This is an optimization exercise on Yosys and OpenROAD, whose aim is small area, a short achievable clock period and few clock cycles per item, not a production implementation. RTL that was checked went through simulation tests only; none was proved equivalent to the original.

## rev 12
==> flow/design.v (excerpt) <==
module gcd_coprocessor #( parameter W = 32, parameter P = 2 ) (
  input clk,
  input reset,
  input operands_val,
  input [W-1:0] operands_bits_A,
  input [W-1:0] operands_bits_B,
  output operands_rdy,
  output result_val,
  output [W-1:0] result_bits,
  input result_rdy
);
localparam KW = $clog2(W);
localparam S = 3;            
reg [W:0] a;                 
reg [W-1:0] b;
reg [KW-1:0] k;
reg full;
wire za = (a == {(W+1){1'b0}});
wire zb = (b == {W{1'b0}});
wire kz = (k == {KW{1'b0}});
wire fin = za | zb;
wire done = full & fin & kz;
wire take = done & result_rdy;
wire load = operands_val & (~full | take);
assign result_val = done;
assign result_bits = a[W-1:0] | b;
assign operands_rdy = ~full | take;
wire a_neg = a[W];
wire a_odd = a[0];
wire b_odd = b[0];
wire step = full & ~fin;
wire [W:0] bx = {1'b0, b} ^ {(W+1){~a_neg}};
wire [W:0] r = a + bx + {{W{1'b0}}, ~a_neg};
wire [W-1:0] a_abs = a[W-1:0] ^ {{(W-1){a_neg}}, 1'b0};
wire swap = r[W] ^ a_neg;
function [S-1:0] shsel;      
  input [S:0] v;             
  integer j;
  reg found;
  begin
    shsel = {S{1'b0}};
    found = 1'b0;
    for (j = 1; j < S; j = j + 1) begin
      if (!found && v[j]) begin
        shsel[j-1] = 1'b1;
        found = 1'b1;
      end
    end
    if (!found) shsel[S-1] = 1'b1;
  end
endfunction
wire [S-1:0] sh_r = shsel(r[S:0]);
wire [S-1:0] sh_a = shsel(a[S:0]);
wire [S-1:0] sh_b = shsel(b[S:0]);
wire [S-1:0] sh_ab = shsel(a[S:0] | b[S:0]);
function [W:0] shr_a;
  input [W:0] v;
  input [S-1:0] sel;
  integer j;
  begin
    shr_a = {(W+1){1'b0}};
    for (j = 1; j <= S; j = j + 1)
      if (sel[j-1]) shr_a = $signed(v) >>> j;
  end
endfunction
function [W-1:0] shr_b;
  input [W-1:0] v;
  input [S-1:0] sel;
  integer j;
  begin
    shr_b = {W{1'b0}};
    for (j = 1; j <= S; j = j + 1)
      if (sel[j-1]) shr_b = v >> j;
  end
endfunction
wire both_odd = a_odd & b_odd;
wire both_even = ~a_odd & ~b_odd;
wire [W:0] a_r = shr_a(r, sh_r);
  ...
Size in the first run: ~1200 cells after synthesis, ~71 flip-flops, ~100 I/O pins, ~9100 sq um of cells after synthesis.
clock: 4.0 ns
lec_check: 0
cap_margin: 20
core_margin: 2
core_utilization: 30
setup_slack_margin: 0.5
slew_margin: 20
run.sh (not shown) runs the stock make flow with config.mk's settings and CLKGATE_MAP_FILE= SYNTH_SCRIPT=/design/flow/synth_recipe.tcl, a recipe that flattens the netlist after the stock synthesis.
Rev 12 was carried through to the last stage, and its layout satisfied the timing, DRC and antenna checks.
The inputs of rev 13 differ from those of rev 12 as listed below.
- SETUP_SLACK_MARGIN removed (was 0.5)
==> notes.md <==
- Relative to rev 12, the total routing usage reported by global routing of rev 13 is lower by 0.39 points.
- Rev 13 drops fewer vias than rev 12.
- Going from rev 12 to rev 13, count of filler cells inserted in the layout grew slightly.
- Rev 13 and rev 12 ended up with nearly the same CTS clock-pin slew for the worst setup and hold paths.
- Comparing rev 13 and rev 12, the lower depth of the critical timing path with buffers and inverters included was measured on rev 12.
No functional check of the RTL was part of any run of this note.


Setup of red:
gcd_coprocessor, a different RTL version from the one above (not shown whole).
For scale: about 0.0058 sq mm of cells after synthesis.
// gcd_coprocessor
module gcd_coprocessor #( parameter W = 32, parameter P = 2 ) (
  input clk,
  input reset,
  input operands_val,
  input [W-1:0] operands_bits_A,
  input [W-1:0] operands_bits_B,
  output operands_rdy,
  output result_val,
  output [W-1:0] result_bits,
  input result_rdy
);
export LEC_CHECK = 0
export CAP_MARGIN = 20
export CORE_MARGIN = 2
export CORE_UTILIZATION = 45
export CTS_BUF_LIST = sky130_fd_sc_hd__clkbuf_8
export SETUP_SLACK_MARGIN = 0.5
export SLEW_MARGIN = 20
create_clock -name core_clock -period 4.0 [get_ports {clk}]
standard.sh (not shown) runs the stock make flow with config.mk's settings and CLKGATE_MAP_FILE= SYNTH_SCRIPT=/design/flow/synth_recipe.tcl, a recipe that flattens the netlist after the stock synthesis.
==> flow/flow/run.sh <==
#!/bin/bash
# The standard layout (the standard.sh, all ORFS steps), with the port
# buffers that ORFS's buffer_ports adds made of sky130_fd_sc_hd__buf_1.
# Every port still gets its own buffer; the resizer may upsize them.
# make's full output goes to standard.log; ORFS's per-step logs are under
# orfs/logs/.
set -euo pipefail
export BUFFER_PORTS_ARGS="-buffer_cell sky130_fd_sc_hd__buf_1"
bash standard.sh > standard.log 2>&1
Testbench counts of red, summed over its fixed seeds: cycles 107,856, items 4,800.
Changes in blue relative to red:
Settings: CORE_UTILIZATION changed from 45 to 80.
- Looking at blue and red, the count of distinct cell types in the synthesized netlist is a wash.
- Re area after synthesis: no difference whatsoever between red and blue.
- Re total number of tap cells: red was higher than blue.
- Compared with red, in blue synthesized-area fraction occupied by adder cells shows no meaningful change; number of placed instances with taps included lower.
- Between blue and red, cell area is lower for blue, red comes in above that.
- blue against red: wire length of the first global-routing pass shows a reduction of 1.9 mm, post-DP HPWL shows a reduction of 5.9%, minimum setup slack in the final design shows a reduction of 42 ps.
- Looking at blue and red, the clock skew is a wash.


## run 1
Starting RTL as in the previous note.
Settings: LEC_CHECK=0, CAP_MARGIN=20, CORE_MARGIN=2, CORE_UTILIZATION=65, CTS_BUF_LIST=sky130_fd_sc_hd__clkbuf_8, SETUP_SLACK_MARGIN=0.6, SLEW_MARGIN=20; clock period 4.0 ns.
Scripts as last shown in full above: flow/flow/run.sh
Run 1 closes out successfully: all stages finished, all timing, DRC and antenna checks passed.
Testbench counts of run 1, summed over its fixed seeds: cycles 107,856, items 4,800.
For run 2, these inputs were changed with respect to run 1:
# run 1
export LEC_CHECK = 0
export CAP_MARGIN = 20
export CORE_MARGIN = 2
export CORE_UTILIZATION = 65
export CTS_BUF_LIST = sky130_fd_sc_hd__clkbuf_8
export SETUP_SLACK_MARGIN = 0.6
export SLEW_MARGIN = 20
create_clock -name core_clock -period 4.0 [get_ports {clk}]
# run 2
export LEC_CHECK = 0
export CAP_MARGIN = 20
export CORE_MARGIN = 2
export CORE_UTILIZATION = 65
export CTS_BUF_LIST = sky130_fd_sc_hd__clkbuf_8
export SLEW_MARGIN = 20
create_clock -name core_clock -period 4.0 [get_ports {clk}]
Findings:
Of run 1 and run 2, the lower cell area belongs to run 2. Against run 1 as the reference, run 2 delivers a higher length of the first detailed-routing pass in iterations. Diff run 1 and run 2: period utilization lower in run 1. Final cell count: higher on run 1. For critical path data required time, run 1 and run 2 come out practically identical. [run 2] number of setup buffers added after CTS fell 2 relative to run 1. For the final RePlAce weighted congestion, run 2 came in 0.015 higher than run 1 did.
For run 3, these inputs were changed with respect to run 2:
# run 2
export LEC_CHECK = 0
export CAP_MARGIN = 20
export CORE_MARGIN = 2
export CORE_UTILIZATION = 65
export CTS_BUF_LIST = sky130_fd_sc_hd__clkbuf_8
export SLEW_MARGIN = 20
create_clock -name core_clock -period 4.0 [get_ports {clk}]
# run 3
export LEC_CHECK = 0
export CAP_MARGIN = 20
export CORE_MARGIN = 2
export CORE_UTILIZATION = 65
export CTS_BUF_LIST = sky130_fd_sc_hd__clkbuf_8
export SETUP_SLACK_MARGIN = 0.4
export SLEW_MARGIN = 20
create_clock -name core_clock -period 4.0 [get_ports {clk}]
[summary]
- Overall routed net length deteriorates in run 3 relative to run 2.
- Run 3 vs run 2 — fmax climbed by a few percent
- Critical path depth in run 3 vs run 2: up 1
- Re signed area change from the synthesized netlist to the final layout: run 2 was lower than run 3.
- Run 2 → run 3: final cell count rose by 4, multi-input logic portion of the cell area fell by 0.17 points.

[static timing again, ports no longer ideal]
The flow's constraints put no driver on any port. The routed layouts listed below were extracted and timed again, unchanged, in two steps.
Step 1: set_driving_cell puts a clkbuf_16 on clk and a buf_2 on each other input, an assumption about the parent block.
Step 2, shift: input delay + t, output delay - t, t = (earliest + latest rising clock arrival at the registers) / 2. This alone moves slack from input paths to output paths.
Three values: ideal, step 1, step 2; two values: the first two.
| run | shift t [ns] | slack for setup (ns) | hold WS [ns] |
|---|---|---|---|
| rev 12 | 0.395 | 0.495 / 0.450 / 0.508 | 0.524 / 0.524 / 0.524 |
| rev 13 | 0.391 | 0.141 / 0.096 / 0.330 | 0.525 / 0.525 / 0.525 |
| red | 0.413 | 0.540 / 0.540 / 0.540 | 0.535 / 0.535 / 0.535 |
| blue | 0.406 | 0.498 / 0.498 / 0.498 | 0.534 / 0.534 / 0.534 |
| run 1 | 0.395 | 0.663 / 0.663 / 0.663 | 0.536 / 0.536 / 0.536 |
| run 2 | 0.401 | 0.369 / 0.369 / 0.369 | 0.523 / 0.523 / 0.523 |
| run 3 | 0.404 | 0.563 / 0.563 / 0.563 | 0.523 / 0.523 / 0.523 |
After both steps setup and hold are still met in every run listed.
